This design comes from an exercise in tuning for small area, a short achievable clock period and few clock cycles per item on the open sky130 flow, not from production work.
RTL that was checked went through simulation tests only; none was proved equivalent to the original.
Only the layout flow was run in runs 5 to 7; the RTL was not checked for function there.
No activity file was given, so power comes from the tool's default toggle rates.

`config.mk`:
```
export PLATFORM = sky130hd
export DESIGN_NAME = SHA
export DESIGN_NICKNAME = SHA
export VERILOG_FILES = /design/flow/design.v
export SDC_FILE = /design/flow/constraint.sdc
export NUM_CORES = 8
export LEC_CHECK = 0
export CAP_MARGIN = 20
export CORE_MARGIN = 2
export CORE_UTILIZATION = 50
export GPL_TIMING_DRIVEN = 1
export PLACE_DENSITY = 0.6
export SLEW_MARGIN = 20
export TNS_END_PERCENT = 5
```
`constraint.sdc`:
```
create_clock -name core_clock -period 11.0 [get_ports {PCLK_IN}]
set_input_delay 2.2000 -clock core_clock [delete_from_list [all_inputs] [get_ports {PCLK_IN}]]
set_output_delay 2.2000 -clock core_clock [all_outputs]
set_load 0.01 [all_outputs]
```
`design.v`:
```
module SHA(
	input logic PCLK_IN,
	input logic [4:0] PADDR_IN,
	input logic PRESETn_IN,
	input logic PSEL_IN,
	input logic PENABLE_IN,
	input logic PWRITE_IN,
	input logic [31:0] PWDATA_IN,
	output logic PREADY_OUT,
	output logic [31:0] PRDATA_OUT);
	localparam logic [31:0] K0 = 32'h5a827999, K1 = 32'h6ed9eba1,
	                        K2 = 32'h8f1bbcdc, K3 = 32'hca62c1d6;
	logic [31:0] M [16];    
	logic [15:0] zf;        
	logic [31:0] S [16];    
	logic [31:0] H [5];     
	logic [31:0] a, b, c, d, eKW;
	logic [6:0] p;          
	logic sch;              
	logic [3:0] tgt;        
	logic [1:0] kn;         
	logic [31:0] F1, F0;    
	logic xrot;             
	logic ok;               
	logic ld2;              
	logic busy;             
	wire rdy = !busy;
	wire rst = !PRESETn_IN;
	wire we = PSEL_IN & !PENABLE_IN & PWRITE_IN & rdy;
	wire [3:0] k = PADDR_IN[4] ? 4'd15 : PADDR_IN[3:0];
	logic [15:0] wk;        
	always_comb for (int j = 0; j < 16; j++) wk[j] = we && k == j;
	wire ld1 = rdy & !ld2 & (!ok | p[4]);
	wire hazard = we & (ld1 ? 1'b0 : ld2 ? (k == 4'd0) : (sch | (k < tgt)));
	wire last = !rdy & (p == 7'd80);
	logic [31:0] f;
	always_comb for (int i = 0; i < 32; i++) f[i] = b[i] ? F1[i] : F0[i];
	wire [31:0] a5 = {a[26:0], a[31:27]};
	wire [31:0] T = a5 + f + eKW;
	wire [31:0] cn = {b[1:0], b[31:2]};
	wire [31:0] cxd = cn ^ c;
	wire [31:0] F1n = (kn == 2'd0) ? cn : (kn == 2'd2) ? (cn | c) : ~cxd;
	wire [31:0] F0n = (kn == 2'd0) ? c : (kn == 2'd2) ? (cn & c) : cxd;
	wire [31:0] kv = (kn == 2'd0) ? K0 : (kn == 2'd1) ? K1 : (kn == 2'd2) ? K2 : K3;
	wire [31:0] eKW_n = d + kv + S[15];
	wire [3:0] tw = ld1 ? 4'd0 : ld2 ? 4'd1 : tgt;
	wire tv = ld1 | ld2 | !sch;
	logic [31:0] msel;
	always_comb begin
		msel = 32'd0;
		for (int j = 0; j < 16; j++)
			if (tv && tw == j && !zf[j]) msel = msel | M[j];
	end
	wire wsel = we & tv & (k == tw);   
	wire [31:0] wrec = S[13] ^ S[8] ^ S[2] ^ S[0];
	wire [31:0] wn = wsel ? PWDATA_IN : tv ? msel : {wrec[30:0], wrec[31]};
	wire [31:0] X = xrot ? {a[1:0], a[31:2]} : a;
	wire [31:0] hsum = H[4] + X;
	wire ring = !rdy & (p >= 7'd76);
	always_ff @(posedge PCLK_IN) begin
		for (int j = 0; j < 16; j++)
			if (wk[j]) M[j] <= PWDATA_IN;
		if (rst) zf <= 16'hffff;
		else zf <= zf & ~wk;
		for (int j = 0; j < 15; j++) S[j] <= S[j+1];
		S[15] <= wn;
		eKW <= eKW_n;
		if (ld2) begin
			a <= H[0]; b <= H[1]; c <= H[2]; d <= H[3];
			F1 <= H[2]; F0 <= H[3];
		end else begin
			a <= T; b <= a; c <= cn; d <= ld1 ? H[4] : c;
			F1 <= F1n; F0 <= F0n;
		end
		if (rst || ld1 || ld2 || last) begin
			p <= 7'd0;
			tgt <= 4'd2;
			sch <= 1'b0;
			kn <= 2'd0;
		end else begin
			p <= p + 7'd1;
			tgt <= tgt + 4'd1;
			sch <= sch | (tgt == 4'd15);
			if (p == 7'd18) kn <= 2'd1;
			if (p == 7'd38) kn <= 2'd2;
			if (p == 7'd58) kn <= 2'd3;
		end
		xrot <= (p <= 7'd77);
		if (rst) begin
			PREADY_OUT <= 1'b1;
			busy <= 1'b0;
			ok <= 1'b0;
			ld2 <= 1'b0;
		end else begin
			if (last || hazard) ok <= 1'b0;
			else if (ld2) ok <= 1'b1;
			ld2 <= ld1;
			PREADY_OUT <= rdy_n;
			busy <= !rdy_n;
		end
		if (rst) begin
			H[0] <= 32'h67452301;
			H[1] <= 32'hefcdab89;
			H[2] <= 32'h98badcfe;
			H[3] <= 32'h10325476;
			H[4] <= 32'hc3d2e1f0;
		end else if (ring) begin
			H[0] <= hsum; H[1] <= H[0]; H[2] <= H[1]; H[3] <= H[2]; H[4] <= H[3];
		end
		case (PADDR_IN)
			5'd16: PRDATA_OUT <= H[0];
			5'd17: PRDATA_OUT <= H[1];
			5'd18: PRDATA_OUT <= H[2];
			5'd19: PRDATA_OUT <= H[3];
			5'd20: PRDATA_OUT <= H[4];
			default: PRDATA_OUT <= 32'd0;
		endcase
	end
	wire rdy_n = rst | (rdy ? !(PSEL_IN & PENABLE_IN) : last);
endmodule
```
`flow/run.sh`:
```
#!/bin/bash
# The standard layout with: the standard synthesis script, its logic mapped
# by a delay-oriented ABC script; repair_timing aiming for a larger setup slack;
# a clock tree of larger sink clusters without dummy loads; buf_2 port buffers.
set -euo pipefail
here=$PWD
{ head -1 synth_recipe.tcl; sed "s|@ABC_SCRIPT@|$here/flow/delay.abc|" flow/abc_override.tcl; tail -n +2 synth_recipe.tcl; } > my_synth.tcl
bash standard.sh SYNTH_SCRIPT=$here/my_synth.tcl SETUP_SLACK_MARGIN=7.7 \
  "CTS_ARGS=-sink_clustering_enable -repair_clock_nets -dont_use_dummy_load -sink_clustering_size 24 -sink_clustering_max_diameter 100" \
  "BUFFER_PORTS_ARGS=-buffer_cell sky130_fd_sc_hd__buf_2" \
  finish > standard.log 2>&1
```
`flow/abc_override.tcl`:
```
# Map the logic with a delay-oriented ABC script (structural hashing, then a
# choice computation and a delay-driven cut mapping), instead of
# ORFS's abc_speed.script. Only the combinational mapping changes.
proc abc {args} {
  set i [lsearch -exact $args -script]
  if {$i >= 0} { set args [lreplace $args $i [expr {$i + 1}] -script @ABC_SCRIPT@] }
  yosys abc {*}$args
}
```
`flow/delay.abc`:
```
strash; dch; map -D 1500; topo; buffer -c; upsize -c; dnsize -c
```
`standard.sh`:
```
#!/bin/bash
# synth_recipe.tcl (not shown) runs the flow's synth.tcl, then flattens the netlist and writes it again
# the make line also repeats each setting of config.mk as NAME=value (left out here)
make -C /OpenROAD-flow-scripts/flow DESIGN_CONFIG=/design/flow/config.mk WORK_HOME=/design/flow/orfs CLKGATE_MAP_FILE= SYNTH_SCRIPT=/design/flow/synth_recipe.tcl "${@:-finish}"
```
==> out/summary.md, run 1 <==
## Finish
• 9.55% — share of cells above drive strength 1
• 17900 um2 — multi-input gate area in the final layout
• 9105 — fill cell total of the finished layout
• dfxtp_1, nand2_1, edfxtp_1, o21ai_0, inv_1 — commonest non-fill, non-tap cells in the layout
• 6370 — final instance count without filler cells
• 34700 um2 — Reg area
• 5238 — post-layout net count
• dfxtp_1 — most common cell after layout, fill and taps aside
• 9.73% — Layout area overhead

## Floorplanning
• 50.4% — Initial Util
• 111000 um2 — Die Area
• 75 — I/O Pins
• 333 um — floorplan die height
• 120 — row count
• 333 um — die width
• 107000 um2 — Placeable Area

## Timing
• 7.57 ns — minimum setup slack in the final design
• 32.5% — slew margin rel.
• 3.43 ns — final critical path time including I/O delays and setup
• 0 — Final Hold Vio Count
• 0.291 ns — Hold WS
• yes — setup repair after global routing missed its margin
• 0 — number of endpoints failing setup at the final stage
• 0 — max-slew violation count
• 292 MHz — highest achievable clock rate
• 0 ns — setup_tns
• 0.0547 ns — final worst clock skew
• 1.01 ns — worst-margin pin slew
• 31.2% — share of the clock period used by the worst path

## Pwr
• 13.3 mW — final total power
• 224 nW/um2 — Power Density
• 23.1 nW — Leakage
• 229 uV — Peak supply drop

## Logic synthesis
• 6.23% — Adder-Cell Fraction of Synth Area
• 0% — share of synthesized flip-flops with an asynchronous set or reset
• compound AO/OA/AOI/OAI gates — largest family of logic cells by synthesized area
• 12.4% — fraction of the mapped netlist area in compound gates
• 5145 — Synth Net Count
• 0.0371% — post-synthesis mux area share
• 10.3% — synthesized-area fraction occupied by and/or/nand/nor cells
• 1475 — synthesized flop and latch total
• 35.7% — fraction of post-synthesis cell area in the top cell type by area
• 11.1 um2 — average size of a mapped cell
• dfxtp_1 — most instantiated flip-flop cell in the synthesis netlist
• 4 — count of warnings emitted by yosys
• 57 — number of distinct standard cells referenced by the synthesized netlist
• 512 — number of synthesized flops with an enable pin
• 4871 — Synth Instances
• 64.2% — Seq/Total Area, Yosys
• 54000 um2 — Syn Std Cell Area
• dfxtp_1 — cell taking the most area after synthesis
• dfxtp_1, edfxtp_1, nand2_1 — most area-consuming cells after synthesis
• 2.81% — xor/xnor cell area share of the yosys netlist

## Worst hold path
• S[9][13] — Hold Path Origin
• flip-flop to flip-flop — worst hold path class
• 0 — number of cells on the worst hold path
• S[8][13] — end point of the most critical hold path

## CTS
• 3 — largest buffer count on any clock path
• 3 — number of levels the H-tree was split into
• 71 — number of buffers created by CTS
• 0.69 ns — clk latency of the worst-skew pair
• 0.09 ns — clock transition at the registers of the reported paths
• 0 — # hold bufs at CTS
• built — CTS tree
• 1475 — clock tree sinks
• clkbuf_16 — Root Driver

## Global route
• 27.0% — overall global routing resource usage
• 223 mm — first-pass GRT wire length
• 89 — largest net degree at the start of global routing
• 0 — GRT overflow
• 34600 — via count of the first global-routing pass
• 15 — antenna violations before repair

## Placed design
• 0.917 — Final GP Congestion
• 95.4 mm — final HPWL from detailed placement
• 74 — I/O Buffers
• 6207 — number of cells in the design after placement
• 6.08 ns — pre-CTS WS

## Setup path
• nor2_1 — most frequent cell on the critical path
• 11.30 ns — required time of the critical path
• buffers and inverters — Top Family by Delay on Critical Path
• buf_4 — slowest library cell on the worst path
• buf_2 -> nor2_1 -> inv_1 -> nor2_1 -> nand2_2 -> nor3_4 -> buf_4 — cell breakdown of the critical path
• 3 — worst path bufs/invs
• 7.65 ns — worst-case register-to-register setup slack
• 0.62 ns — slowest stage delay, CP
• kn[0] — worst reg2reg path startpoint
• 18 — worst reg-to-reg path cell count
• eKW[29] — worst reg2reg path endpoint
• input pin — crit path launch type
• flip-flop — endpoint type of the worst setup path
• 32 — crit path max fanout
• input pin to flip-flop — critical path class
• 3.73 ns — Arrival @ worst endpoint

## Detailed routing
• 0 — antenna viol nets, final
• 3613 — number of DRC markers after the initial detailed-route iteration
• 0 — drt drc
• 6 — Pre-antenna DRT Iters
• 36100 — Vias
• 5.67 — average via count per standard cell
• 151 mm — drt total wl
• 23.7 um — detail-routed net length per standard cell

## Job
• 0 — total of max-cap violations

## Status
• timing/DRC/antenna clean — outcome

==> where the power goes <==
group,internal [mW],switching (mW)
Sequential,5.99,0.307
Clock,1.16,1.62
Combinational,1.57,2.64
==> cell usage after synthesis (all sizes together), types with 7 or more instances <==
cell type / number
ha: 171
xor2: 80
inv: 360
nor3: 49
edfxtp: 512
o221ai: 14
a22o: 32
a41oi: 8
a22oi: 177
nand3: 130
buf: 44
nor2: 305
nand2: 792
a2111oi: 15
a21boi: 8
a221oi: 49
a21oi: 246
dfxtp: 963
a211oi: 7
nand4: 44
o31ai: 9
o21ai: 442
fa: 61
nor4: 10
clkbuf: 151
xnor2: 93
o211ai: 46
a32o: 17
==> flip-flops by register name (all words and copies together), names as in the netlist, 2 cells and up <==
name,cells
S,512
eKW,32
p,7
H,160
d,32
F0,32
PRDATA_OUT,32
F1,32
c,32
M,512
kn,2
zf,16
tgt,4
b,32
a,32
==> per-stage QoR <==
step / util (%) / cell area [um2]
after global routing: 55.3 / 59200
final: 55.3 / 59200
after detailed placement: 52.3 / 55900
after CTS: 54.8 / 58600
after floorplan: - / 54100
after global placement: 52.3 / 55900
==> metal layers <==
layer  share of wire [%]  track usage, %  vias up
met5               0.033               0        -
met4                 3.8            9.06        8
met3                 6.9            4.34      278
met2                  47            44.3     1291
met1                  42            36.4    17600
li1                    -               -    16900
==> logic make-up after synthesis <==
logic type | count (synthesis)
adders and majority gates | 232
DFF | 1475
xor gates and xnor gates | 173
AOI/OAI and AO/OA | 1093
buffers and inverters | 556
muxes | 2
and+or+nand+nor | 1340
==> cell type report <==
cell class / count / area share [%]
inverters: 361 / 2.34
multi-input cells: 2841 / 30.3
clock buffers: 71 / 3.00
well taps: 1403 / 2.96
flip-flops and latches: 1475 / 58.6
diodes: 5 / 0.0211
repair buffers: 214 / 2.83
==> how the worst max path moves through the flow <==
| stage | startpoint | endpoint | slack (ns) | cells past startpoint |
|---|---|---|---|---|
| 4_1_cts | PADDR_IN[4] | M[13][3] | 7.51 | 7 |
| 5_1_grt | kn[0] | eKW[29] | 7.50 | 18 |
| 3_3_place_gp | PENABLE_IN | S[15][22] | 6.14 | 11 |
| 2_1_floorplan | PADDR_IN[0] | ok | 7.02 | 6 |
| 6_report | PADDR_IN[4] | M[7][17] | 7.57 | 7 |
| 3_5_place_dp | PENABLE_IN | S[15][22] | 6.08 | 11 |
==> timing repair <==
action	CTS	global route
cloned	3	1
gates resized for setup	116	85
setup endpoints to repair	690	696
pin swaps	48	55
buffers inserted	55	28
Testbench counts, summed over its fixed seeds: cycles 34,095, blocks 397.
==> run 2, diff against run 1 <==
--- a/flow/run.sh
+++ b/flow/run.sh
@@ -5,7 +5,7 @@
 set -euo pipefail
 here=$PWD
 { head -1 synth_recipe.tcl; sed "s|@ABC_SCRIPT@|$here/flow/delay.abc|" flow/abc_override.tcl; tail -n +2 synth_recipe.tcl; } > my_synth.tcl
-bash standard.sh SYNTH_SCRIPT=$here/my_synth.tcl SETUP_SLACK_MARGIN=7.7 \
+bash standard.sh SYNTH_SCRIPT=$here/my_synth.tcl SETUP_SLACK_MARGIN=7.9 \
   "CTS_ARGS=-sink_clustering_enable -repair_clock_nets -dont_use_dummy_load -sink_clustering_size 24 -sink_clustering_max_diameter 100" \
   "BUFFER_PORTS_ARGS=-buffer_cell sky130_fd_sc_hd__buf_2" \
   finish > standard.log 2>&1
==> run 2 against run 1 <==
Sequential cell count did not move. Synthesized cell count did not move. Sequential share of layout area fell by 0.83 points. Final cell count up 0.49%. Largest power group unchanged. Highest routed layer unchanged. Worst setup slack better by 0.014 ns. Wire length increased by 1.1%. Total power up 2.2%. Global-route usage rose by 0.16 points. Non-clock buffer count rose by 32. Fmax increased by 0.42%.
==> out/summary.md, run 2 <==
## Global route
• 13 — antenna violations before repair
• 34700 — via count of the first global-routing pass
• 0 — GRT overflow
• 89 — largest net degree at the start of global routing
• 224 mm — first-pass GRT wire length
• 27.1% — overall global routing resource usage

## Finish
• 9030 — fill cell total of the finished layout
• 6401 — final instance count without filler cells
• dfxtp_1, nand2_1, edfxtp_1, o21ai_0, inv_1 — commonest non-fill, non-tap cells in the layout
• 18400 um2 — multi-input gate area in the final layout
• 5271 — post-layout net count
• dfxtp_1 — most common cell after layout, fill and taps aside
• 11.3% — Layout area overhead
• M: 512 flops, S: 512 flops, H: 160 flops — largest registers
• 34700 um2 — Reg area
• 11.8% — share of cells above drive strength 1

## Detailed routing
• 153 mm — drt total wl
• 3592 — number of DRC markers after the initial detailed-route iteration
• 0 — antenna viol nets, final
• 36500 — Vias
• 0 — drt drc
• 5 — Pre-antenna DRT Iters
• 5.70 — average via count per standard cell
• 23.9 um — detail-routed net length per standard cell

## Setup path
• 3.74 ns — Arrival @ worst endpoint
• flip-flop — endpoint type of the worst setup path
• input pin — crit path launch type
• 11.33 ns — required time of the critical path
• 33 — crit path max fanout
• input pin to flip-flop — critical path class

## Logic synthesis
• dfxtp_1, edfxtp_1, nand2_1 — most area-consuming cells after synthesis
• dfxtp_1 — cell taking the most area after synthesis
• 0% — share of synthesized flip-flops with an asynchronous set or reset
• 512 — number of synthesized flops with an enable pin
• 11.1 um2 — average size of a mapped cell
• dfxtp_1 — most instantiated flip-flop cell in the synthesis netlist
• 54000 um2 — Syn Std Cell Area
• dfxtp_1, nand2_1, edfxtp_1 — Synth top cells by count
• 1475 — synthesized flop and latch total
• 4 — count of warnings emitted by yosys
• 35.7% — fraction of post-synthesis cell area in the top cell type by area
• 4871 — Synth Instances
• 64.2% — Seq/Total Area, Yosys
• 57 — number of distinct standard cells referenced by the synthesized netlist
• dfxtp_1 — dominant cell by count in the synthesized netlist
• 5145 — Synth Net Count

## Placed design
• 6207 — number of cells in the design after placement
• 6.08 ns — pre-CTS WS
• 74 — I/O Buffers
• 0.917 — Final GP Congestion
• 95.4 mm — final HPWL from detailed placement

## Job
• 0 — total of max-cap violations

## Floorplanning
• 111000 um2 — Die Area
• 50.4% — Initial Util
• 107000 um2 — Placeable Area
• 333 um — floorplan die height
• 75 — I/O Pins
• 333 um — die width
• 120 — row count

## Status
• timing/DRC/antenna clean — outcome

## Pwr
• 226 nW/um2 — Power Density
• 23.4 nW — Leakage
• 231 uV — Peak supply drop

## CTS
• built — CTS tree
• 3 — largest buffer count on any clock path
• clkbuf_16 — Root Driver
• 71 — number of buffers created by CTS
• 0.09 ns — clock transition at the registers of the reported paths
• 1475 — clock tree sinks
• 0 — # hold bufs at CTS
• 3 — number of levels the H-tree was split into
• 0.68 ns — clk latency of the worst-skew pair

## Timing
• 31.1% — share of the clock period used by the worst path
• 3.42 ns — final critical path time including I/O delays and setup
• 0.288 ns — Hold WS
• yes — setup repair after global routing missed its margin
• 0 — max-slew violation count
• 293 MHz — highest achievable clock rate
• 0 — number of endpoints failing setup at the final stage
• 32.2% — slew margin rel.
• 7.58 ns — minimum setup slack in the final design
• 1.02 ns — worst-margin pin slew
• 0.0525 ns — final worst clock skew
• 0 ns — setup_tns
• 0 — Final Hold Vio Count

## Worst hold path
• flip-flop to flip-flop — worst hold path class

[run 2: changes by cell type in the layout (fill, tap and decap cells not counted), moves of 8 or more]
| cell | change |
|---|---|
| a21oi_1 | -15 |
| a21oi_2 | +13 |
| buf_4 | +23 |
| ha_1 | -8 |
| inv_1 | -9 |
| nand2_1 | -9 |
| nand2_2 | +8 |
| nor2_1 | -14 |
| nor2_4 | +15 |
| o21ai_0 | -19 |
| o21ai_1 | +9 |
[run 2: worst paths after layout]
check,from,to,slack [ns],depth (start not counted)
worst max-delay path,PADDR_IN[4],M[10][20],7.58,6
worst min-delay path,S[9][13],S[8][13],0.29,0
worst min register to register,S[9][13],S[8][13],0.29,0
worst max register to register,kn[0],eKW[31],7.66,16
[run 2: routing by layer]
layer  GRT usage [%]  part of all wire, %  vias to the layer above
met5               0                0.021                        -
met4            8.73                  3.8                        6
met3            4.03                  6.9                      283
met2            44.7                   47                     1342
met1            36.9                   42                    17900
li1                -                    -                    17000
[run 2: cells by family (layout without fill, tap and decap cells)]
| family | Yosys count | in the layout | share of synthesized area (%) |
|---|---|---|---|
| buffers and inverters | 556 | 678 | 4.00 |
| AO/OA/AOI/OAI | 1093 | 1093 | 12.4 |
| other | 0 | 3 | 0 |
| multiplexers | 2 | 2 | 0.0371 |
| AND/OR/NAND/NOR | 1340 | 1342 | 10.3 |
| flip-flops | 1475 | 1475 | 64.2 |
| XOR/XNOR | 173 | 173 | 2.81 |
| adder cells (fa/ha/maj) | 232 | 232 | 6.23 |
[run 2: what timing repair did]
item | CTS | global route
setup buffers | 58 | 53
cloned | 7 | 2
gates resized for setup | 176 | 181
endpoints found under the setup margin | 766 | 781
pin swaps | 52 | 85
[run 2: per-stage QoR]
stage / cell area [um2] / utilization [%] / power, mW
floorplan: 54100 / - / 8.90
global placement: 55900 / 52.3 / 9.99
detailed placement: 55900 / 52.3 / 10.0
CTS: 59000 / 55.1 / 13.0
global route: 60100 / 56.1 / 14.3
finish: 60100 / 56.1 / 13.6
[run 2: power by group]
part | internal (mW) | total, mW | leakage (nW) | switching, mW
Combinational | 1.73 | 4.49 | 10.0 | 2.77
Clock | 1.16 | 2.78 | 0.875 | 1.62
Sequential | 5.99 | 6.30 | 12.5 | 0.311
[run 2: layout make-up]
type	instances	area share [%]
Sequential cell	1475	57.8
Multi-Input combinational cell	2842	30.6
Timing Repair Buffer	246	3.43
Clock buffer	71	2.96
Tap cell	1403	2.92
Inverter	361	2.32
Antenna cell	3	0.0125
[run 2: critical path: stages]
cell and delay, ns:
buf_4 0.15, nor2_2 0.09, inv_1 0.21, nand3_1 0.43, nor2_4 0.25, buf_8 0.37
==> run 3, diff against run 2 <==
--- a/flow/run.sh
+++ b/flow/run.sh
@@ -5,7 +5,7 @@
 set -euo pipefail
 here=$PWD
 { head -1 synth_recipe.tcl; sed "s|@ABC_SCRIPT@|$here/flow/delay.abc|" flow/abc_override.tcl; tail -n +2 synth_recipe.tcl; } > my_synth.tcl
-bash standard.sh SYNTH_SCRIPT=$here/my_synth.tcl SETUP_SLACK_MARGIN=7.9 \
+bash standard.sh SYNTH_SCRIPT=$here/my_synth.tcl SETUP_SLACK_MARGIN=7.8 \
   "CTS_ARGS=-sink_clustering_enable -repair_clock_nets -dont_use_dummy_load -sink_clustering_size 24 -sink_clustering_max_diameter 100" \
   "BUFFER_PORTS_ARGS=-buffer_cell sky130_fd_sc_hd__buf_2" \
   finish > standard.log 2>&1
==> run 3 against run 2 <==
Via count down 0.35%. Total power down 1.2%. Wire length down 0.35%. Critical endpoint is now M[14][3]. Count of clock-buffer cells in the layout unchanged. Sequential share of layout area up 0.53 points. Global-route usage about the same. First-iteration DRC count up 4.0%. Final cell count down 0.36%.
==> out/summary.md, run 3 <==
## Setup path
• 3 — worst path bufs/invs
• nand3_1 — slowest library cell on the worst path
• input pin — crit path launch type
• input pin to flip-flop — critical path class
• 3.71 ns — Arrival @ worst endpoint
• buf_4 -> nor2_2 -> inv_1 -> nand3_1 -> nor2_4 -> buf_6 — cell breakdown of the critical path
• flip-flop — endpoint type of the worst setup path
• 0.43 ns — slowest stage delay, CP
• 11.32 ns — required time of the critical path
• 32 — crit path max fanout
• buffers and inverters — Top Family by Delay on Critical Path

## Floorplanning
• 50.4% — Initial Util
• 107000 um2 — Placeable Area
• 120 — row count
• 333 um — floorplan die height
• 333 um — die width
• 111000 um2 — Die Area
• 75 — I/O Pins

## Finish
• 59500 um2 — area of all placed cells without fillers
• dfxtp_1, nand2_1, edfxtp_1, o21ai_0, inv_1 — commonest non-fill, non-tap cells in the layout
• 5247 — post-layout net count
• dfxtp_1 — most common cell after layout, fill and taps aside
• M: 512 flops, S: 512 flops, H: 160 flops — largest registers
• 10.4% — share of cells above drive strength 1
• 10.3% — Layout area overhead
• 55.6% — final cell utilization of the core

## CTS
• 3 — largest buffer count on any clock path
• 71 — number of buffers created by CTS
• 3 — number of levels the H-tree was split into
• built — CTS tree
• 0 — # hold bufs at CTS
• 0.09 ns — clock transition at the registers of the reported paths
• 1475 — clock tree sinks
• clkbuf_16 — Root Driver
• 0.68 ns — clk latency of the worst-skew pair

## Pwr
• 23.2 nW — Leakage
• 221 uV — Peak supply drop
• 225 nW/um2 — Power Density
• 13.4 mW — final total power

## Global route
• 89 — largest net degree at the start of global routing
• 27.1% — overall global routing resource usage
• 13 — antenna violations before repair
• 223 mm — first-pass GRT wire length
• 0 — GRT overflow
• 34600 — via count of the first global-routing pass

## Logic synthesis
• 11.1 um2 — average size of a mapped cell
• dfxtp_1, nand2_1, edfxtp_1 — Synth top cells by count
• 4 — count of warnings emitted by yosys
• 5145 — Synth Net Count
• 64.2% — Seq/Total Area, Yosys
• dfxtp_1, edfxtp_1, nand2_1 — most area-consuming cells after synthesis
• 1475 — synthesized flop and latch total
• 57 — number of distinct standard cells referenced by the synthesized netlist
• dfxtp_1 — cell taking the most area after synthesis
• 54000 um2 — Syn Std Cell Area
• 35.7% — fraction of post-synthesis cell area in the top cell type by area
• dfxtp_1 — most instantiated flip-flop cell in the synthesis netlist
• 4871 — Synth Instances
• 0% — share of synthesized flip-flops with an asynchronous set or reset
• 512 — number of synthesized flops with an enable pin
• dfxtp_1 — dominant cell by count in the synthesized netlist

## Timing
• 0 — number of endpoints failing setup at the final stage
• 0 — Final Hold Vio Count
• 0 ns — setup_tns
• 32.5% — slew margin rel.
• 30.9% — share of the clock period used by the worst path
• 3.40 ns — final critical path time including I/O delays and setup
• 294 MHz — highest achievable clock rate
• 0.0541 ns — final worst clock skew
• 1.01 ns — worst-margin pin slew
• 0 — max-slew violation count
• yes — setup repair after global routing missed its margin

## Placed design
• 74 — I/O Buffers
• 55900 um2 — post-detailed-placement cell area
• 95.4 mm — final HPWL from detailed placement
• 0.917 — Final GP Congestion

## Status
• timing/DRC/antenna clean — outcome

## Detailed routing
• 23.9 um — detail-routed net length per standard cell
• 0 — antenna viol nets, final
• 36300 — Vias
• 0 — drt drc
• 3735 — number of DRC markers after the initial detailed-route iteration
• 152 mm — drt total wl
• 6 — Pre-antenna DRT Iters
• 5.70 — average via count per standard cell

## Worst hold path
• flip-flop to flip-flop — worst hold path class

## Job
• 0 — total of max-cap violations

==> run 3: cell counts after synthesis <==
Identical to the previous run, type by type.
==> run 3: routing by layer <==
| metal | vias to the layer above | global-route usage, % | part of all wire, % |
|---|---|---|---|
| met4 | 6 | 8.83 | 3.7 |
| met1 | 17700 | 36.8 | 42 |
| met3 | 275 | 4.10 | 7.0 |
| met5 | - | 0 | 0.021 |
| met2 | 1368 | 44.5 | 47 |
| li1 | 16900 | - | - |
==> run 3: kinds of logic (layout without fill, tap and decap cells) <==
group,Yosys count,in the layout,share of synthesized area [%]
flops,1475,1475,64.2
simple gates,1340,1342,10.3
compound gates,1093,1093,12.4
buf+inv,556,654,4.00
fa+ha+maj,232,232,6.23
xor+xnor,173,173,2.81
mux,2,2,0.0371
other cells,0,4,0
==> run 3: power breakdown <==
group | switching [mW] | internal [mW]
combinational | 2.70 | 1.63
clock | 1.62 | 1.16
sequential | 0.307 | 5.99
==> run 3: cell type report <==
| class | count | area, um2 |
|---|---|---|
| Timing Repair Buffer | 222 | 1790 |
| Multi-Input combinational cell | 2842 | 18100 |
| Sequential cell | 1475 | 34700 |
| Antenna cell | 4 | 10.0 |
| Fill cell | 9082 | 47500 |
| Tap cell | 1403 | 1760 |
| Inverter | 361 | 1390 |
| Clock buffer | 71 | 1780 |
==> run 3: path summary, 6_finish.rpt <==
| path | startpoint | to | slack [ns] | cells after the start |
|---|---|---|---|---|
| max | PADDR_IN[4] | M[14][3] | 7.60 | 6 |
| min | S[9][13] | S[8][13] | 0.29 | 0 |
| min reg2reg | S[9][13] | S[8][13] | 0.29 | 0 |
| max reg2reg | kn[0] | eKW[31] | 7.65 | 16 |
==> run 3: through the flow <==
stage / setup slack, ns / hold WS (ns) / cells
after CTS: 7.62 / 0.298 / 6340
after detailed placement: 6.08 / 0.312 / 6207
after global placement: 6.14 / 0.310 / 6207
after floorplan: 7.02 / 0.310 / 4871
after global routing: 7.52 / 0.317 / 6375
final: 7.60 / 0.289 / 6378
==> run 3: what timing repair did <==
action | CTS | global route
cloned | 5 | 2
endpoints found under the setup margin | 714 | 699
pin swaps | 48 | 61
resized for setup | 144 | 112
buffers inserted | 57 | 32
==> run 3: worst reg2reg max path: cells and delay by family, from the launching register on <==
kind / cells / cell delay, ns
AOI/OAI and AO/OA: 6 / 0.98
xor gates and xnor gates: 1 / 0.17
adders and majority gates: 4 / 1.22
buffers and inverters: 2 / 0.20
DFF: 1 / 0.39
and+or+nand+nor: 3 / 0.27
==> run 4, diff against run 3 <==
--- a/config.mk
+++ b/config.mk
@@ -8,7 +8,7 @@
 export CAP_MARGIN = 20
 export CORE_MARGIN = 2
 export CORE_UTILIZATION = 50
-export GPL_TIMING_DRIVEN = 1
+export GPL_TIMING_DRIVEN = 0
 export PLACE_DENSITY = 0.6
 export SLEW_MARGIN = 20
 export TNS_END_PERCENT = 5
==> run 4 against run 3 <==
Global-route usage up 3.9 points. Hold slack better by 0.015 ns. Core utilization up 1.2 points. Final cell count up 2.7%. Count of clock-buffer cells in the layout up 1. Total power up 2.6%. Largest power group unchanged. Highest routed layer unchanged.
==> out/summary.md, run 4 <==
## Status
• timing/DRC/antenna clean — outcome

## Timing
• 0 ns — setup_tns
• 0.0537 ns — final worst clock skew
• 0 — max-slew violation count
• 265 MHz — highest achievable clock rate
• yes — setup repair after global routing missed its margin
• 30.4% — slew margin rel.
• 0 — Final Hold Vio Count
• 0 — number of endpoints failing setup at the final stage
• 1.04 ns — worst-margin pin slew
• 34.3% — share of the clock period used by the worst path
• 0.304 ns — Hold WS
• 3.77 ns — final critical path time including I/O delays and setup

## Finish
• 6552 — final instance count without filler cells
• dfxtp_1 — most common cell after layout, fill and taps aside
• 5422 — post-layout net count
• 11.5% — share of cells above drive strength 1
• dfxtp_1, nand2_1, edfxtp_1, o21ai_0, inv_1 — commonest non-fill, non-tap cells in the layout
• M: 512 flops, S: 512 flops, H: 160 flops — largest registers
• 60800 um2 — area of all placed cells without fillers
• 12.7% — Layout area overhead

## Floorplanning
• 111000 um2 — Die Area
• 120 — row count
• 333 um — floorplan die height
• 107000 um2 — Placeable Area
• 333 um — die width
• 50.4% — Initial Util
• 75 — I/O Pins

## Pwr
• 23.7 nW — Leakage
• 13.8 mW — final total power
• 226 nW/um2 — Power Density
• 145 uV — Peak supply drop

## Placed design
• 74 — I/O Buffers
• 56900 um2 — post-detailed-placement cell area
• 128 mm — final HPWL from detailed placement
• 0.998 — Final GP Congestion
• 6377 — number of cells in the design after placement

## Detailed routing
• 0 — drt drc
• 174 mm — drt total wl
• 38100 — Vias
• 0 — antenna viol nets, final
• 26.6 um — detail-routed net length per standard cell
• 6 — Pre-antenna DRT Iters
• 5.81 — average via count per standard cell
• 4250 — number of DRC markers after the initial detailed-route iteration

## CTS
• 3 — number of levels the H-tree was split into
• 3 — largest buffer count on any clock path
• 0.69 ns — clk latency of the worst-skew pair
• 72 — number of buffers created by CTS
• built — CTS tree
• clkbuf_16 — Root Driver
• 0.10 ns — clock transition at the registers of the reported paths
• 0 — # hold bufs at CTS
• 1475 — clock tree sinks

## Logic synthesis
• 4871 — Synth Instances
• dfxtp_1, nand2_1, edfxtp_1 — Synth top cells by count
• 5145 — Synth Net Count
• dfxtp_1 — dominant cell by count in the synthesized netlist
• dfxtp_1 — most instantiated flip-flop cell in the synthesis netlist
• 0% — share of synthesized flip-flops with an asynchronous set or reset
• dfxtp_1 — cell taking the most area after synthesis
• 1475 — synthesized flop and latch total
• 35.7% — fraction of post-synthesis cell area in the top cell type by area
• 512 — number of synthesized flops with an enable pin
• 54000 um2 — Syn Std Cell Area
• dfxtp_1, edfxtp_1, nand2_1 — most area-consuming cells after synthesis
• 11.1 um2 — average size of a mapped cell
• 4 — count of warnings emitted by yosys
• 57 — number of distinct standard cells referenced by the synthesized netlist
• 64.2% — Seq/Total Area, Yosys

## Global route
• 249 mm — first-pass GRT wire length
• 31.0% — overall global routing resource usage
• 0 — GRT overflow
• 36500 — via count of the first global-routing pass
• 25 — largest net degree at the start of global routing
• 9 — antenna violations before repair

## Setup path
• input pin — crit path launch type
• 10 — crit path max fanout
• 0.84 ns — slowest stage delay, CP
• 4.29 ns — Arrival @ worst endpoint
• clkbuf_1 — slowest library cell on the worst path
• input pin to flip-flop — critical path class
• buffers and inverters — Top Family by Delay on Critical Path
• flip-flop — endpoint type of the worst setup path
• 3 — worst path bufs/invs
• clkbuf_1 — most frequent cell on the critical path
• buf_2 -> clkbuf_1 -> clkbuf_1 -> nand3_1 — cell breakdown of the critical path
• 11.52 ns — required time of the critical path

## Job
• 0 — total of max-cap violations

## Worst hold path
• flip-flop to flip-flop — worst hold path class

==> run 4: path summary, 6_finish.rpt <==
| kind | cells after the start | end | start | slack [ns] |
|---|---|---|---|---|
| hold reg to reg | 0 | S[13][22] | S[14][22] | 0.30 |
| setup / recovery | 4 | H[4][30] | PRESETn_IN | 7.23 |
| hold / removal | 0 | S[13][22] | S[14][22] | 0.30 |
| setup reg to reg | 18 | eKW[30] | kn[1] | 7.41 |
==> run 4: logic make-up after synthesis <==
kind of cell    after synthesis  synth area share, %
flops                      1475                 64.2
simple gates               1340                 10.3
compound gates             1093                 12.4
buf+inv                     556                 4.00
fa+ha+maj                   232                 6.23
xor+xnor                    173                 2.81
mux                           2               0.0371
==> run 4: area by class of cell <==
| cell class | instances | area, um2 |
|---|---|---|
| inverters | 361 | 1390 |
| multi-input cells | 2840 | 18200 |
| flip-flops and latches | 1475 | 34700 |
| fillers | 9145 | 46200 |
| repair buffers | 203 | 1930 |
| diodes | 3 | 7.51 |
| well taps | 1403 | 1760 |
| clock buffers | 72 | 1800 |
| plain buffers | 195 | 1030 |
==> run 4: power by group <==
group | leakage [nW] | switching (mW) | internal, mW
registers | 12.4 | 0.333 | 5.99
logic | 10.4 | 2.95 | 1.65
clock network | 0.887 | 1.66 | 1.18
==> run 4: metal layers <==
layer  vias to the layer above  GRT usage [%]  part of all wire, %
met5                         -              0                0.022
met4                         6           17.9                  6.7
met3                       448           3.90                  7.4
met2                      1738           49.3                   46
met1                     18600           41.0                   40
li1                      17300              -                    -
==> run 4: repair_timing <==
action                     in CTS  in global routing
setup endpoints to repair     799                678
cloned                          0                  1
pin swaps                      76                 42
setup buffers                  72                 27
resized for setup             219                187
==> run 4: through the flow <==
step	setup WS [ns]	utilization [%]
finish	7.23	56.8
global route	7.23	56.8
CTS	7.35	56.1
detailed placement	5.31	53.1
global placement	5.37	52.5
floorplan	7.02	-
==> run 5, diff against run 4 <==
--- a/design.v
+++ b/design.v
@@ -19,6 +19,7 @@
 	logic sch;              
 	logic [3:0] tgt;        
 	logic [1:0] kn;         
+	logic [31:0] kv;        
 	logic [31:0] F1, F0;    
 	logic xrot;             
 	logic ok;               
@@ -41,7 +42,6 @@
 	wire [31:0] cxd = cn ^ c;
 	wire [31:0] F1n = (kn == 2'd0) ? cn : (kn == 2'd2) ? (cn | c) : ~cxd;
 	wire [31:0] F0n = (kn == 2'd0) ? c : (kn == 2'd2) ? (cn & c) : cxd;
-	wire [31:0] kv = (kn == 2'd0) ? K0 : (kn == 2'd1) ? K1 : (kn == 2'd2) ? K2 : K3;
 	wire [31:0] eKW_n = d + kv + S[15];
 	wire [3:0] tw = ld1 ? 4'd0 : ld2 ? 4'd1 : tgt;
 	wire tv = ld1 | ld2 | !sch;
@@ -77,13 +77,14 @@
 			tgt <= 4'd2;
 			sch <= 1'b0;
 			kn <= 2'd0;
+			kv <= K0;
 		end else begin
 			p <= p + 7'd1;
 			tgt <= tgt + 4'd1;
 			sch <= sch | (tgt == 4'd15);
-			if (p == 7'd18) kn <= 2'd1;
-			if (p == 7'd38) kn <= 2'd2;
-			if (p == 7'd58) kn <= 2'd3;
+			if (p == 7'd18) begin kn <= 2'd1; kv <= K1; end
+			if (p == 7'd38) begin kn <= 2'd2; kv <= K2; end
+			if (p == 7'd58) begin kn <= 2'd3; kv <= K3; end
 		end
 		xrot <= (p <= 7'd77);
 		if (rst) begin
--- a/config.mk
+++ b/config.mk
@@ -8,7 +8,7 @@
 export CAP_MARGIN = 20
 export CORE_MARGIN = 2
 export CORE_UTILIZATION = 50
-export GPL_TIMING_DRIVEN = 0
+export GPL_TIMING_DRIVEN = 1
 export PLACE_DENSITY = 0.6
 export SLEW_MARGIN = 20
 export TNS_END_PERCENT = 5
==> run 5 against run 4 <==
Global-route usage shrank 3.9 points. Non-clock buffer count shrank 187. Sequential cell count grew 12. Largest cell class unchanged. Largest power group unchanged. Final cell count shrank 4.8%. Sequential share of layout area grew 1.9 points. Core utilization shrank 1.4 points. Critical path type unchanged. Sequential power grew 0.6%. Count of clock-buffer cells in the layout is the same.
==> out/summary.md, run 5 <==
## Worst hold path
• flip-flop to flip-flop — worst hold path class

## Logic synthesis
• 60 — number of distinct standard cells referenced by the synthesized netlist
• compound AO/OA/AOI/OAI gates — largest family of logic cells by synthesized area
• 64.7% — Seq/Total Area, Yosys
• 5001 — Synth Net Count
• 2.70% — xor/xnor cell area share of the yosys netlist
• 9.09% — synthesized-area fraction occupied by and/or/nand/nor cells
• 1487 — synthesized flop and latch total
• dfxtp_1, edfxtp_1, nand2_1 — most area-consuming cells after synthesis
• dfxtp_1 — dominant cell by count in the synthesized netlist
• 11.4 um2 — average size of a mapped cell
• 6.14% — Adder-Cell Fraction of Synth Area
• dfxtp_1 — most instantiated flip-flop cell in the synthesis netlist
• dfxtp_1, nand2_1, edfxtp_1 — Synth top cells by count
• 36.2% — fraction of post-synthesis cell area in the top cell type by area
• 512 — number of synthesized flops with an enable pin
• 0% — share of synthesized flip-flops with an asynchronous set or reset
• 0.0371% — post-synthesis mux area share
• dfxtp_1 — cell taking the most area after synthesis
• 4731 — Synth Instances
• 53900 um2 — Syn Std Cell Area
• 4 — count of warnings emitted by yosys
• 13.3% — fraction of the mapped netlist area in compound gates

## Floorplanning
• 107000 um2 — Placeable Area
• 120 — row count
• 75 — I/O Pins
• 332 um — floorplan die height
• 50.3% — Initial Util
• 110000 um2 — Die Area
• 332 um — die width

## CTS
• 72 — number of buffers created by CTS
• clkbuf_16 — Root Driver
• built — CTS tree
• 3 — largest buffer count on any clock path
• 3 — number of levels the H-tree was split into
• 1487 — clock tree sinks
• 0.09 ns — clock transition at the registers of the reported paths
• 0.66 ns — clk latency of the worst-skew pair
• 0 — # hold bufs at CTS

## Setup path
• input pin — crit path launch type
• 7.65 ns — worst-case register-to-register setup slack
• 0.40 ns — slowest stage delay, CP
• flip-flop — endpoint type of the worst setup path
• PRDATA_OUT[1] — critical path endpoint
• a[27] — worst reg2reg path startpoint
• 18 — worst reg-to-reg path cell count
• a[27] — worst reg2reg path endpoint
• 11.49 ns — required time of the critical path
• 3 — worst path bufs/invs
• PADDR_IN[4] — launch point of the critical path
• 32 — crit path max fanout
• buffers and inverters — Top Family by Delay on Critical Path
• input pin to flip-flop — critical path class
• buf_2 -> inv_1 -> nor4_2 -> buf_8 -> a22oi_2 -> o211ai_1 — cell breakdown of the critical path
• 6 — WP depth
• 3.96 ns — Arrival @ worst endpoint
• nor4_2 — slowest library cell on the worst path

## Global route
• 11 — antenna violations before repair
• 27.1% — overall global routing resource usage
• 34100 — via count of the first global-routing pass
• 223 mm — first-pass GRT wire length
• 94 — largest net degree at the start of global routing
• 0 — GRT overflow

## Placed design
• 6080 — number of cells in the design after placement
• 97.9 mm — final HPWL from detailed placement
• 0.918 — Final GP Congestion
• 74 — I/O Buffers

## Timing
• 0 ns — setup_tns
• 0.0662 ns — final worst clock skew
• 288 MHz — highest achievable clock rate
• 0 — Final Hold Vio Count
• yes — setup repair after global routing missed its margin
• 31.5% — share of the clock period used by the worst path
• 0 — number of endpoints failing setup at the final stage
• 0 — max-slew violation count
• 3.47 ns — final critical path time including I/O delays and setup
• 26.5% — slew margin rel.
• 1.10 ns — worst-margin pin slew

## Detailed routing
• 6 — Pre-antenna DRT Iters
• 0 — drt drc
• 35900 — Vias
• 3724 — number of DRC markers after the initial detailed-route iteration
• 153 mm — drt total wl
• 24.5 um — detail-routed net length per standard cell
• 0 — antenna viol nets, final
• 5.76 — average via count per standard cell

## Finish
• dfxtp_1 — most common cell after layout, fill and taps aside
• 6239 — final instance count without filler cells
• 9105 — fill cell total of the finished layout
• 10.1% — Layout area overhead
• 10.6% — share of cells above drive strength 1
• dfxtp_1, nand2_1, edfxtp_1, inv_1, o21ai_0 — commonest non-fill, non-tap cells in the layout
• 5104 — post-layout net count
• M: 512 flops, S: 512 flops, H: 160 flops — largest registers
• 35000 um2 — Reg area
• 17700 um2 — multi-input gate area in the final layout

## Pwr
• 187 uV — Peak supply drop
• 231 nW/um2 — Power Density
• 22.8 nW — Leakage

## Status
• timing/DRC/antenna clean — outcome

## Job
• 0 — total of max-cap violations

run 5: power breakdown:
group	total, mW	internal, mW	switching [mW]
Sequential	6.36	6.04	0.312
Combinational	4.54	1.76	2.78
Clock	2.81	1.18	1.64
run 5: cell type report:
cell class | instances | share of cell area (%)
Tap cell | 1403 | 2.96
Sequential cell | 1487 | 58.9
Multi-Input combinational cell | 2699 | 29.8
Antenna cell | 4 | 0.0169
Timing Repair Buffer | 211 | 2.91
Clock buffer | 72 | 3.04
Inverter | 363 | 2.36
run 5: worst min path at each step:
stage / slack, ns / endpoint / startpoint / cells past startpoint
after floorplan: 0.31 / S[0][0] / S[1][0] / 0
after global routing: 0.33 / S[10][21] / S[11][21] / 0
final: 0.32 / S[13][1] / S[14][1] / 0
after detailed placement: 0.31 / S[11][23] / S[12][23] / 0
after CTS: 0.33 / S[10][5] / S[11][5] / 0
after global placement: 0.31 / S[0][14] / S[1][14] / 0
run 5: per-layer routing:
layer | track usage (%) | part of all wire, % | up-vias
met5 | 0 | 0.023 | -
met4 | 9.86 | 4.0 | 6
met3 | 4.59 | 7.4 | 269
met2 | 43.6 | 46 | 1414
met1 | 36.9 | 42 | 17600
li1 | - | - | 16700
run 5: metrics by stage:
step	setup WS (ns)	hold WS (ns)	total power [mW]	cell area, um2	utilization, %
2_1_floorplan	6.97	0.310	9.06	54000	-
3_3_place_gp	6.10	0.310	10.1	55900	52.3
3_5_place_dp	6.19	0.312	10.2	56000	52.3
4_1_cts	7.56	0.326	13.3	58700	54.9
5_1_grt	7.49	0.329	14.5	59300	55.4
6_report	7.53	0.322	13.7	59400	55.4
run 5: logic make-up after synthesis:
group           count (synthesis)
flops                        1487
mux                             2
simple gates                 1170
fa+ha+maj                     228
xor+xnor                      166
buf+inv                       547
compound gates               1131
run 5: repair_timing:
action | in CTS | in global routing
endpoints found under the setup margin | 728 | 637
gates resized for setup | 143 | 104
pin swaps | 40 | 53
buffers inserted | 40 | 35
gates cloned | 7 | 1
==> run 6, diff against run 5 <==
--- a/design.v
+++ b/design.v
@@ -12,6 +12,9 @@
 	                        K2 = 32'h8f1bbcdc, K3 = 32'hca62c1d6;
 	logic [31:0] M [16];    
 	logic [15:0] zf;        
+	logic wv;               
+	logic [3:0] wa;
+	logic [31:0] wd;
 	logic [31:0] S [16];    
 	logic [31:0] H [5];     
 	logic [31:0] a, b, c, d, eKW;
@@ -30,7 +33,7 @@
 	wire we = PSEL_IN & !PENABLE_IN & PWRITE_IN & rdy;
 	wire [3:0] k = PADDR_IN[4] ? 4'd15 : PADDR_IN[3:0];
 	logic [15:0] wk;        
-	always_comb for (int j = 0; j < 16; j++) wk[j] = we && k == j;
+	always_comb for (int j = 0; j < 16; j++) wk[j] = wv && wa == j;
 	wire ld1 = rdy & !ld2 & (!ok | p[4]);
 	wire hazard = we & (ld1 ? 1'b0 : ld2 ? (k == 4'd0) : (sch | (k < tgt)));
 	wire last = !rdy & (p == 7'd80);
@@ -53,13 +56,17 @@
 	end
 	wire wsel = we & tv & (k == tw);   
 	wire [31:0] wrec = S[13] ^ S[8] ^ S[2] ^ S[0];
-	wire [31:0] wn = wsel ? PWDATA_IN : tv ? msel : {wrec[30:0], wrec[31]};
+	wire [31:0] mseln = (wv && wa == tw) ? wd : msel;
+	wire [31:0] wn = wsel ? PWDATA_IN : tv ? mseln : {wrec[30:0], wrec[31]};
 	wire [31:0] X = xrot ? {a[1:0], a[31:2]} : a;
 	wire [31:0] hsum = H[4] + X;
 	wire ring = !rdy & (p >= 7'd76);
 	always_ff @(posedge PCLK_IN) begin
 		for (int j = 0; j < 16; j++)
-			if (wk[j]) M[j] <= PWDATA_IN;
+			if (wk[j]) M[j] <= wd;
+		wv <= we & !rst;
+		wa <= k;
+		wd <= PWDATA_IN;
 		if (rst) zf <= 16'hffff;
 		else zf <= zf & ~wk;
 		for (int j = 0; j < 15; j++) S[j] <= S[j+1];
==> run 6 against run 5 <==
Fmax grew 2.2%. Critical endpoint is now S[15][8]. Core utilization fell by 0.24 points. Total power is 2.3% lower. Global-route usage rose by 0.20 points. Synthesized area is 1.8% higher. Sequential share of layout area increased by 0.48 points. Final cell count is 1.1% higher.
==> out/summary.md, run 6 <==
## CTS
• 3 — largest buffer count on any clock path
• 1524 — clock tree sinks
• 3 — number of levels the H-tree was split into
• 0.09 ns — clock transition at the registers of the reported paths
• 0 — # hold bufs at CTS
• built — CTS tree
• 0.70 ns — clk latency of the worst-skew pair
• clkbuf_16 — Root Driver
• 74 — number of buffers created by CTS

## Finish
• 9.33% — share of cells above drive strength 1
• 9284 — fill cell total of the finished layout
• M: 512 flops, S: 512 flops, H: 160 flops — largest registers
• 9.52% — Layout area overhead
• 5162 — post-layout net count
• dfxtp_1, nand2_1, edfxtp_1, nor2_1, inv_1 — commonest non-fill, non-tap cells in the layout
• dfxtp_1 — most common cell after layout, fill and taps aside
• 60100 um2 — area of all placed cells without fillers

## Setup path
• S[15][8] — worst reg2reg path endpoint
• 3.99 ns — Arrival @ worst endpoint
• flip-flop to flip-flop — critical path class
• flip-flop — crit path launch type
• ld2 — launch point of the critical path
• 16 — worst reg-to-reg path cell count
• 7.60 ns — worst-case register-to-register setup slack
• 41 — crit path max fanout
• dfxtp_4 — slowest library cell on the worst path
• S[15][8] — critical path endpoint
• inv_2 -> buf_12 -> nand2_2 -> buf_12 -> nor2_8 -> inv_12 -> nand3_2 -> inv_2 -> buf_6 -> nand2_1 -> bufinv_8 -> a22oi_1 -> nand4_1 -> a2111o_1 -> o211ai_1 -> a21oi_1 — cell breakdown of the critical path
• flip-flop — endpoint type of the worst setup path
• ld2 — worst reg2reg path startpoint
• 0.55 ns — slowest stage delay, CP
• 11.60 ns — required time of the critical path

## Placed design
• 0.902 — Final GP Congestion
• 74 — I/O Buffers
• 57000 um2 — post-detailed-placement cell area
• 96.2 mm — final HPWL from detailed placement
• 6.10 ns — pre-CTS WS

## Worst hold path
• 0 — number of cells on the worst hold path
• flip-flop to flip-flop — worst hold path class

## Pwr
• 157 uV — Peak supply drop
• 23.4 nW — Leakage
• 29.9% — part of the total power dissipated in combinational logic
• 21.6% — relative contribution of the clock network to total power
• 48.5% — sequential fraction of design power
• 8.96 mW — Internal Power
• 33.2% — net switching fraction of the power
• 4.45 mW — net switching power
• 223 nW/um2 — Power Density

## Timing
• 30.9% — share of the clock period used by the worst path
• 0 — Final Hold Vio Count
• 31.5% — slew margin rel.
• 0 ns — setup_tns
• 0 — max-slew violation count
• 3.40 ns — final critical path time including I/O delays and setup
• 0 — number of endpoints failing setup at the final stage
• yes — setup repair after global routing missed its margin
• 0.0594 ns — final worst clock skew
• 1.03 ns — worst-margin pin slew
• 7.60 ns — minimum setup slack in the final design
• 294 MHz — highest achievable clock rate

## Global route
• 44.4% — met2 usage
• 27.3% — overall global routing resource usage
• 0 — GRT overflow
• met2 — GRT busiest layer
• 227 mm — first-pass GRT wire length
• 4.80% — GR Util met3
• 37.2% — GR met1 Demand/Resource
• 93 — largest net degree at the start of global routing
• 35300 — via count of the first global-routing pass
• 6 — antenna violations before repair

## Logic synthesis
• 36.9% — fraction of post-synthesis cell area in the top cell type by area
• 54900 um2 — Syn Std Cell Area
• 11.4 um2 — average size of a mapped cell
• 1524 — synthesized flop and latch total
• 70 — number of distinct standard cells referenced by the synthesized netlist
• 512 — number of synthesized flops with an enable pin
• dfxtp_1 — dominant cell by count in the synthesized netlist
• dfxtp_1 — most instantiated flip-flop cell in the synthesis netlist
• 5089 — Synth Net Count
• dfxtp_1, edfxtp_1, nand2_1 — most area-consuming cells after synthesis
• 4819 — Synth Instances
• dfxtp_1 — cell taking the most area after synthesis
• 4 — count of warnings emitted by yosys
• 64.9% — Seq/Total Area, Yosys
• 0% — share of synthesized flip-flops with an asynchronous set or reset
• dfxtp_1, nand2_1, edfxtp_1 — Synth top cells by count

## Detailed routing
• 24.6 um — detail-routed net length per standard cell
• 5.80 — average via count per standard cell
• 36600 — Vias
• 0 — drt drc
• 0 — antenna viol nets, final
• 3907 — number of DRC markers after the initial detailed-route iteration
• 6 — Pre-antenna DRT Iters
• 155 mm — drt total wl

## Floorplanning
• 109000 um2 — Placeable Area
• 121 — row count
• 335 um — die width
• 75 — I/O Pins
• 335 um — floorplan die height
• 50.4% — Initial Util
• 112000 um2 — Die Area

## Job
• 0 — total of max-cap violations

## Status
• timing/DRC/antenna clean — outcome

==> run 6: cell types whose count changed after synthesis, sizes merged, moves of 24 or more <==
cell    change
o211ai     -57
nor4       +32
nor3       -33
o221ai     +58
o21ai      -46
dfxtp      +37
nand2      +33
a21oi      +24
a22o       -34
xnor2      -29
nor2       +34
clkbuf     +24
xor2       +35
==> run 6: how the worst min path moves through the flow <==
| stage | startpoint | slack, ns | endpoint |
|---|---|---|---|
| 6_report | S[6][24] | 0.30 | S[5][24] |
| 5_1_grt | S[9][19] | 0.30 | S[8][19] |
| 4_1_cts | S[6][24] | 0.31 | S[5][24] |
| 3_5_place_dp | S[11][27] | 0.31 | S[10][27] |
| 3_3_place_gp | S[10][6] | 0.31 | S[9][6] |
| 2_1_floorplan | S[1][0] | 0.31 | S[0][0] |
==> run 6: logic make-up after synthesis <==
logic type / share of synthesized area (%)
AOI/OAI and AO/OA: 12.7
xor gates and xnor gates: 2.75
and+or+nand+nor: 9.64
adders and majority gates: 6.03
buffers and inverters: 3.94
DFF: 64.9
muxes: 0.0365
==> run 6: critical path, delay by kind of cell (launching register included) <==
family / cells / cell delay [ns]
DFF: 1 / 0.55
buffers and inverters: 7 / 1.57
AOI/OAI and AO/OA: 4 / 0.48
and+or+nand+nor: 5 / 0.68
==> run 6: cell type report <==
| cell class | instances | area [um2] | area share (%) |
|---|---|---|---|
| inverter | 359 | 1420 | 2.36 |
| tap | 1414 | 1770 | 2.94 |
| antenna | 4 | 10.0 | 0.0167 |
| timing repair buffer | 194 | 1650 | 2.74 |
| clock buffer | 74 | 1850 | 3.08 |
| multi-input combinational | 2739 | 17700 | 29.5 |
| sequential | 1524 | 35700 | 59.4 |
==> run 6: repair_timing <==
| item | CTS | global route |
|---|---|---|
| cloned | 6 | 0 |
| buffers inserted | 35 | 19 |
| gates resized for setup | 139 | 66 |
| pin swaps | 25 | 35 |
| setup endpoints to repair | 174 | 192 |
==> run 6: layer usage <==
layer | part of all wire (%) | up-vias
met2 | 46 | 1492
met3 | 8.3 | 265
met1 | 42 | 17800
li1 | - | 16900
met5 | 0.079 | -
met4 | 3.5 | 6
==> run 6: power groups by stage <==
stage	sequential (mW)	clock, mW	combinational [mW]
after floorplan	6.48	0	2.57
after global placement	6.63	0	3.42
after detailed placement	6.63	0	3.45
after CTS	6.50	2.96	3.76
after global routing	6.54	3.13	4.49
final	6.50	2.89	4.01
==> run 6: per-stage QoR <==
step | utilization (%) | cells | power [mW] | hold slack (ns)
floorplan | - | 4819 | 9.05 | 0.310
global route | 55.2 | 6305 | 14.2 | 0.301
CTS | 54.8 | 6285 | 13.2 | 0.306
detailed placement | 52.3 | 6170 | 10.1 | 0.312
global placement | 52.3 | 6170 | 10.1 | 0.310
finish | 55.2 | 6308 | 13.4 | 0.298
==> run 7, diff against run 6 <==
==> flow/run.sh (replaced) <==
#!/bin/bash
# The standard layout with: the standard synthesis script, its logic mapped
# by a delay-oriented ABC script; repair_timing aiming for a larger setup slack;
# a clock tree of larger sink clusters without dummy loads; buf_2 port buffers;
# the pin assignment in io.tcl.
set -euo pipefail
here=$PWD
{ head -1 synth_recipe.tcl; sed "s|@ABC_SCRIPT@|$here/flow/delay.abc|" flow/abc_override.tcl; tail -n +2 synth_recipe.tcl; } > my_synth.tcl
bash standard.sh SYNTH_SCRIPT=$here/my_synth.tcl SETUP_SLACK_MARGIN=7.8 \
  "CTS_ARGS=-sink_clustering_enable -repair_clock_nets -dont_use_dummy_load -sink_clustering_size 24 -sink_clustering_max_diameter 100" \
  "BUFFER_PORTS_ARGS=-buffer_cell sky130_fd_sc_hd__buf_2" \
  IO_CONSTRAINTS=$here/flow/io.tcl \
  finish > standard.log 2>&1
==> flow/io.tcl (new file) <==
# Pin assignment: the bus control, address and read data on one edge, next to
# each other, so the read path from PADDR_IN to PRDATA_OUT stays short; the
# write data on the neighbouring edge.
set_io_pin_constraint -pin_names {PADDR_IN[*] PSEL_IN PENABLE_IN PWRITE_IN PREADY_OUT PRDATA_OUT[*]} -region right:*
set_io_pin_constraint -pin_names {PWDATA_IN[*]} -region top:*
==> run 7 against run 6 <==
Still clean. Sequential share of layout area fell by 0.49 points. Sequential power barely moved. Worst setup slack got worse by 0.071 ns. Synthesized cell count did not move. Total power rose by 2.8%.
==> out/summary.md, run 7 <==
## Timing
• 0.0557 ns — final worst clock skew
• 3.47 ns — final critical path time including I/O delays and setup
• 288 MHz — highest achievable clock rate
• yes — setup repair after global routing missed its margin
• 32.7% — slew margin rel.
• 0 — Final Hold Vio Count
• 1.00 ns — worst-margin pin slew
• 31.5% — share of the clock period used by the worst path
• 0 — max-slew violation count
• 0 ns — setup_tns
• 0 — number of endpoints failing setup at the final stage

## Finish
• 60600 um2 — area of all placed cells without fillers
• dfxtp_1 — most common cell after layout, fill and taps aside
• M: 512 flops, S: 512 flops, H: 160 flops — largest registers
• 5180 — post-layout net count
• 10.4% — Layout area overhead
• 10.3% — share of cells above drive strength 1
• dfxtp_1, nand2_1, edfxtp_1, nor2_1, inv_1 — commonest non-fill, non-tap cells in the layout

## Global route
• 0 — GRT overflow
• 28.6% — overall global routing resource usage
• 34700 — via count of the first global-routing pass
• 235 mm — first-pass GRT wire length
• 14 — antenna violations before repair
• 96 — largest net degree at the start of global routing

## Placed design
• 0.896 — Final GP Congestion
• 74 — I/O Buffers
• 103 mm — final HPWL from detailed placement
• 57000 um2 — post-detailed-placement cell area

## Logic synthesis
• 512 — number of synthesized flops with an enable pin
• 1524 — synthesized flop and latch total
• dfxtp_1, edfxtp_1, nand2_1 — most area-consuming cells after synthesis
• 70 — number of distinct standard cells referenced by the synthesized netlist
• dfxtp_1 — dominant cell by count in the synthesized netlist
• dfxtp_1 — most instantiated flip-flop cell in the synthesis netlist
• dfxtp_1, nand2_1, edfxtp_1 — Synth top cells by count
• 5089 — Synth Net Count
• 54900 um2 — Syn Std Cell Area
• 4 — count of warnings emitted by yosys
• dfxtp_1 — cell taking the most area after synthesis
• 4819 — Synth Instances
• 36.9% — fraction of post-synthesis cell area in the top cell type by area
• 0% — share of synthesized flip-flops with an asynchronous set or reset
• 11.4 um2 — average size of a mapped cell
• 64.9% — Seq/Total Area, Yosys

## Status
• timing/DRC/antenna clean — outcome

## Floorplanning
• 109000 um2 — Placeable Area
• 335 um — die width
• 121 — row count
• 50.4% — Initial Util
• 112000 um2 — Die Area
• 75 — I/O Pins
• 335 um — floorplan die height

## Detailed routing
• 0 — antenna viol nets, final
• 6 — Pre-antenna DRT Iters
• 37100 — Vias
• 5.86 — average via count per standard cell
• 0 — drt drc
• 25.7 um — detail-routed net length per standard cell
• 163 mm — drt total wl
• 3640 — number of DRC markers after the initial detailed-route iteration

## Pwr
• 194 uV — Peak supply drop
• 227 nW/um2 — Power Density
• 23.6 nW — Leakage

## CTS
• 1524 — clock tree sinks
• 3 — largest buffer count on any clock path
• 3 — number of levels the H-tree was split into
• built — CTS tree
• 0.68 ns — clk latency of the worst-skew pair
• 73 — number of buffers created by CTS
• clkbuf_16 — Root Driver
• 0.10 ns — clock transition at the registers of the reported paths
• 0 — # hold bufs at CTS

## Setup path
• input pin to flip-flop — critical path class
• 11.61 ns — required time of the critical path
• input pin — crit path launch type
• 4.08 ns — Arrival @ worst endpoint
• flip-flop — endpoint type of the worst setup path
• 17 — crit path max fanout

## Job
• 0 — total of max-cap violations

## Worst hold path
• flip-flop to flip-flop — worst hold path class

run 7: cell count changes in the layout (fill, tap and decap cells not counted), moves of 5 or more:
cell	delta
buf_2	-6
ha_1	-6
o21ai_0	-5
nand2_2	+5
dfxtp_2	-7
o221ai_1	-5
nand2_1	-9
buf_4	+15
run 7: final timing paths:
kind / from / endpoint / slack, ns / cells after the start
worst min register to register: S[3][5] / S[2][5] / 0.31 / 0
worst max-delay path: PRESETn_IN / kv[9] / 7.53 / 8
worst max register to register: S[15][3] / eKW[28] / 7.65 / 13
worst min-delay path: S[3][5] / S[2][5] / 0.31 / 0
run 7: layer usage:
metal / vias up / track usage [%] / wire [um]
met5: - / 0 / 26
met4: 4 / 11.2 / 7110
met3: 291 / 4.57 / 12000
met2: 1461 / 45.8 / 74500
met1: 18400 / 39.1 / 68900
li1: 17000 / - / -
run 7: cells by family (layout without fill, tap and decap cells):
group                    Yosys count  count (layout)  synth area share, %
adder cells (fa/ha/maj)          228             228                 6.03
buffers and inverters            556             645                 3.94
XOR/XNOR                         172             172                 2.75
AO/OA/AOI/OAI                   1080            1080                 12.7
AND/OR/NAND/NOR                 1257            1257                 9.64
multiplexers                       2               2               0.0365
other                              0               7                    0
flip-flops                      1524            1524                 64.9
run 7: layout make-up:
type | instances | area, um2
fill | 9114 | 48300
sequential | 1524 | 35700
multi-input combinational | 2739 | 17900
timing repair buffer | 213 | 1970
clock buffer | 73 | 1830
tap | 1414 | 1770
inverter | 359 | 1410
antenna | 7 | 17.5
run 7: per-stage QoR:
step / util (%) / worst slack (ns) / hold slack, ns / std cells / power (mW)
after floorplan: - / 7.68 / 0.310 / 4819 / 9.05
after global placement: 52.3 / 6.10 / 0.310 / 6172 / 10.1
after detailed placement: 52.4 / 6.04 / 0.312 / 6173 / 10.1
after CTS: 55.1 / 7.58 / 0.311 / 6293 / 13.3
after global routing: 55.7 / 7.50 / 0.316 / 6322 / 14.5
final: 55.7 / 7.53 / 0.309 / 6329 / 13.8
run 7: worst max-delay path: stages:
cell and delay, ns:
buf_4 0.10, o21ai_0 0.31, nor2_1 0.58, inv_2 0.29, nor2_1 0.20, inv_1 0.10, nor2_1 0.14, o21a_1 0.14
run 7: power breakdown:
group          total [mW]  switching (mW)  internal [mW]  leakage, nW
Sequential           6.51           0.332           6.17         12.9
Clock                2.88            1.69           1.19        0.900
Combinational        4.40            2.59           1.80         9.80
run 7: repair_timing:
item                                    in CTS  in global routing
cloned                                      11                  0
pin swaps                                   32                 47
resized for setup                          168                107
setup buffers                               36                 29
endpoints found under the setup margin     240                201
hold endpoints to repair                     0                  0

==> static timing again, ports no longer ideal <==
How much do the figures lean on ideal ports? The routed layouts below were timed once more, with nothing changed but the port constraints. Step 1, drivers: a clkbuf_16 drives PCLK_IN and a buf_2 each remaining input, both assumed. Step 2 times the ports against the registers' clock, not the clock port: input delays grow and output delays shrink by t, the midpoint of the rising clock arrivals with the driver on. Slacks: ideal / step 1 / step 2; pairs: ideal / step 1.
run | t (ns) | slack for setup (ns) | hold WS [ns] | worst slew at a driven data input, ns | cell pins on the clock port's net
run 1 | 0.730 | 7.570 / 7.547 / 6.818 | 0.291 / 0.291 / 0.291 | 0.17 | 1
run 2 | 0.734 | 7.584 / 7.507 / 6.772 | 0.288 / 0.288 / 0.288 | 0.16 | 1
run 3 | 0.733 | 7.602 / 7.513 / 6.780 | 0.289 / 0.289 / 0.289 | 0.17 | 1
run 4 | 0.734 | 7.231 / 7.282 / 6.548 | 0.304 / 0.304 / 0.304 | 0.15 | 1
run 5 | 0.705 | 7.530 / 7.527 / 6.823 | 0.322 / 0.322 / 0.322 | 0.17 | 1
run 6 | 0.725 | 7.604 / 7.604 / 6.942 | 0.298 / 0.298 / 0.298 | 0.09 | 1
run 7 | 0.726 | 7.533 / 7.489 / 6.764 | 0.309 / 0.309 / 0.309 | 0.18 | 1
After both steps setup and hold are still met in every run listed. For run 3, which loses most, drivers alone change the setup slack by -0.089 ns; drivers and shift together by -0.822 ns.
